Context: an optimization exercise on an open-source flow, tuned for small area and a short achievable clock period. The choices shown serve that exercise and are no tape-out recipe. Where RTL was checked, it was by simulation tests only, not by an equivalence proof against the original. Power is estimated from default activity; no workload was simulated.

== JK ==
## fir_low_pass_filter
module fir_low_pass_filter(Data_out, Data_in, clk, rst);
  output [15:0] Data_out;
  input [7:0] Data_in;
  input clk, rst;
  reg [7:0] x1;
  reg [7:0] x2;
  reg [7:0] x3;
  reg [7:0] x4;
  reg [7:0] x5;
  reg [7:0] x6;
  reg [7:0] x7;
  reg [7:0] x8;
  reg [7:0] x9;
  reg [7:0] x10;
  reg [7:0] x11;
  reg [7:0] x12;
  reg [7:0] x13;
  reg [7:0] x14;
  reg [7:0] x15;
  reg [7:0] x16;
  reg [7:0] x17;
  reg [7:0] x18;
  reg [7:0] x19;
  reg [7:0] x20;
  reg [7:0] x21;
  reg [7:0] x22;
  reg [7:0] x23;
  reg [7:0] x24;
  reg [7:0] x25;
  reg [7:0] x26;
  reg [14:0] P2a;
  reg [13:0] P2b;
  reg [12:0] P2c;
  reg [15:0] Pa;
  reg [15:0] Pb;
  reg [15:0] Q;
  reg [9:0] V;
  reg [8:0] Y;
  reg [6:0] YH;
  reg [6:0] T;
  wire hs1, hc1;
  fir_ha u_ha1 (.a(x12[0]), .b(x12[3]), .s(hs1), .co(hc1));
  wire fs2, fc2;
  fir_fa u_fa2 (.a(x12[0]), .b(x12[1]), .c(x12[4]), .s(fs2), .co(fc2));
  wire fs3, fc3;
  fir_fa u_fa3 (.a(x14[0]), .b(x23[3]), .c(x25[4]), .s(fs3), .co(fc3));
  wire fs4, fc4;
  ...
==> module fir_gt8, before the edit <==
module fir_gt8(a, r, gt);
  input [7:0] a, r;
  output gt;
  assign gt = a > ~r;
endmodule
clock: 11.0 ns
lec_check: 0
cap_margin: 20
core_margin: 2
core_utilization: 40
cts_buf_list: sky130_fd_sc_hd__clkbuf_8 sky130_fd_sc_hd__clkbuf_16
cts_cluster_diameter: 80
cts_cluster_size: 32
slew_margin: 20
synth_hierarchical: 1
standard.sh (not shown) runs the stock make flow with config.mk's settings and CLKGATE_MAP_FILE= SYNTH_SCRIPT=/design/flow/synth_recipe.tcl, a recipe that flattens the netlist after the stock synthesis.
==> flow/flow/run.sh <==
#!/bin/bash
set -euo pipefail
export BUFFER_PORTS_ARGS="-buffer_cell sky130_fd_sc_hd__buf_4"
export CTS_ARGS="-sink_clustering_enable -repair_clock_nets -sink_clustering_size 32 -sink_clustering_max_diameter 80 -buf_list {sky130_fd_sc_hd__clkbuf_8 sky130_fd_sc_hd__clkbuf_16} -dont_use_dummy_load"
bash standard.sh finish > layout.log 2>&1
Relative to JK, the following input files were edited for TR:
diff --git a/flow/design.v b/flow/design.v
--- a/flow/design.v
+++ b/flow/design.v
@@ -1013,11 +1013,24 @@
   assign t = {7{y[9]}} & k;
 endmodule
 module fir_gt8(a, r, gt);
   input [7:0] a, r;
   output gt;
-  assign gt = a > ~r;
+  wire [7:0] g = a & r;
+  wire [7:0] t = a | r;
+  wire G10 = g[1] | (t[1] & g[0]);
+  wire T10 = t[1] & t[0];
+  wire G32 = g[3] | (t[3] & g[2]);
+  wire T32 = t[3] & t[2];
+  wire G54 = g[5] | (t[5] & g[4]);
+  wire T54 = t[5] & t[4];
+  wire G76 = g[7] | (t[7] & g[6]);
+  wire T76 = t[7] & t[6];
+  wire G30 = G32 | (T32 & G10);
+  wire G74 = G76 | (T76 & G54);
+  wire T74 = T76 & T54;
+  assign gt = G74 | (T74 & G30);
 endmodule
 module fir_ones7(a, k);
   input [6:0] a;
   output [6:0] k;
   assign k = {&a[5:0], &a[4:0], &a[3:0], &a[2:0], &a[1:0], a[0], 1'b1};
Notes after the runs:
- Diff JK..TR | final sum of negative setup slack | unchanged
- Changes observed in TR relative to JK: first-pass GRT wire length went up; clock share of power higher; number of CTS-inserted buffers went up 1; final setup slack of the worst path increased 0.11 ns.
- Looking at share of the cycle needed by the critical path after routing across JK and TR, the one that comes out higher is JK.
- The launching instance or port of the critical path comes out T[5] in one run and V[0] in the other, namely in TR and JK respectively.
- Between JK and TR, the final area does not differ in any meaningful way.
No functional check of the RTL was part of JK.

========
Setup of pine:
fir_low_pass_filter, a different RTL version from the one above (not shown whole).
For scale: about 1300 cells after synthesis, roughly 26 I/O pins, roughly 0.016 mm2 of cells after synthesis.
export LEC_CHECK = 0
export CAP_MARGIN = 20
export CORE_MARGIN = 2
export CORE_UTILIZATION = 40
export CTS_BUF_LIST = sky130_fd_sc_hd__clkbuf_8 sky130_fd_sc_hd__clkbuf_16
export CTS_CLUSTER_DIAMETER = 80
export CTS_CLUSTER_SIZE = 32
export SLEW_MARGIN = 20
export SYNTH_HIERARCHICAL = 1
create_clock -name core_clock -period 11.0 [get_ports {clk}]
Scripts as last shown in full above: flow/flow/run.sh
Inputs modified between pine and birch:
--- a/flow/design.v
+++ b/flow/design.v
@@ -529,32 +529,32 @@
   fir_han u_ha244 (.a(Pa[11]), .b(Pb[11]), .s(hs244), .co(hc244));
   wire hs245, hc245;
   fir_han u_ha245 (.a(Pa[12]), .b(Pb[12]), .s(hs245), .co(hc245));
   wire hs246, hc246;
   fir_han u_ha246 (.a(Pa[13]), .b(Pb[13]), .s(hs246), .co(hc246));
   wire hs247, hc247;
   fir_han u_ha247 (.a(Pa[14]), .b(Pb[14]), .s(hs247), .co(hc247));
   wire hs248, hc248;
   fir_han u_ha248 (.a(Pa[15]), .b(Pb[15]), .s(hs248), .co(hc248));
   wire [15:0] Q_sum;
   fir_add16 u_Q_add (.a({hc247, hc246, hc245, hc244, hs244, ~fc242, ~fc241, ~fc240, ~fc239, ~fc238, ~fc237, fc236, hc235, ~x1[0], ~Pa[1], Pa[0]}), .b({hs248, hs247, hs246, hs245, ~fc243, ~fs243, ~fs242, ~fs241, ~fs240, ~fs239, ~fs238, ~fs237, fs236, hs235, ~Pb[1], ~Pb[0]}), .s(Q_sum));
-  wire [15:0] R;
   wire [9:0] V_n;
   fir_mul3 u_v (.d(Data_in), .v(V_n));
+  wire [15:0] R;
   fir_add16 u_r_add (.a(Q), .b({6'd0, V}), .s(R));
   wire [9:0] L_n;
   wire [6:0] K;
   fir_ones7 u_ones (.a(R[15:9]), .k(K));
   fir_addlo u_lo_add (.r(R[8:0]), .d(Data_in), .y(L_n));
   wire C9;
-  fir_gt8 u_c9 (.a(Data_in), .r(R[8:1]), .gt(C9));
+  fir_gt8 u_c9 (.a(Data_in), .b(~R[8:1]), .gt(C9));
   wire rst_n;
   fir_inv u_rst_n (.a(rst), .y(rst_n));
   reg rq, rqn;
   always @(posedge clk) begin
     rq <= rst;
     rqn <= ~rst;
   end
   always @(posedge clk) begin
     if (rst) begin
       V[0] <= 1'h0;
       V[1] <= 1'h0;
@@ -974,26 +974,26 @@
   assign y = {1'b0, r} + {1'b0, d, 1'b0};
 endmodule
 module fir_addlot(r, d, k, y, t);
   input [8:0] r;
   input [7:0] d;
   input [6:0] k;
   output [9:0] y;
   output [6:0] t;
   assign y = {1'b0, r} + {1'b0, d, 1'b0};
   assign t = {7{y[9]}} & k;
 endmodule
-module fir_gt8(a, r, gt);
-  input [7:0] a, r;
+module fir_gt8(a, b, gt);
+  input [7:0] a, b;
   output gt;
-  assign gt = a > ~r;
+  assign gt = a > b;
 endmodule
 module fir_ones7(a, k);
   input [6:0] a;
   output [6:0] k;
   assign k = {&a[5:0], &a[4:0], &a[3:0], &a[2:0], &a[1:0], a[0], 1'b1};
 endmodule
 module fir_inc7(a, y);
   input [6:0] a;
   output [6:0] y;
   assign y = a + 7'd1;
 endmodule
==> comparison <==
- Overall die height essentially unchanged between birch and pine.
- Re combinational power: birch and pine aren't equal, and the lower value belongs to pine.
- Going from pine to birch, fraction of area in registers stayed essentially flat, count of clock buffers in the final design lower.
- Synthesized area per cell of birch falls short of that of pine slightly.
- For global-route total usage across every layer, birch and pine come out practically identical.
- Across both runs, cell count after placement was higher for birch than for pine.
- Compared to pine, the router laid down less metal wire for birch.
- From pine to birch the numbers moved as follows: highest attainable clock frequency rose by 0.94%; post-route cell area stayed essentially flat.
Only the layout flow was run in pine; the RTL was not checked for function there.

## separate check: timing with driven ports
Ports are ideal in the flow. The routed layouts listed here were re-timed in OpenROAD.
Step 1 sets driving cells, clkbuf_16 on the clock port and buf_2 on the other inputs (assumed; they add their load-dependent delay and slew).
Step 2 also shifts input and output timing later by t, the mid clock arrival at the registers, as if the neighbouring blocks saw the same clock.
Slacks: ideal / step 1 / step 2; pairs: ideal / step 1.
run	t (ns)	setup WS [ns]	worst hold slack (ns)
JK	0.545	7.575 / 7.575 / 7.174	0.349 / 0.349 / 0.349
TR	0.566	7.689 / 7.638 / 7.159	0.341 / 0.341 / 0.341
pine	0.552	7.601 / 7.590 / 7.181	0.340 / 0.340 / 0.340
birch	0.562	7.633 / 7.602 / 7.205	0.343 / 0.343 / 0.343
After both steps setup and hold are still met in every run listed. The setup slack of TR, which loses most, moves by -0.051 ns with the drivers and by -0.530 ns with both steps.
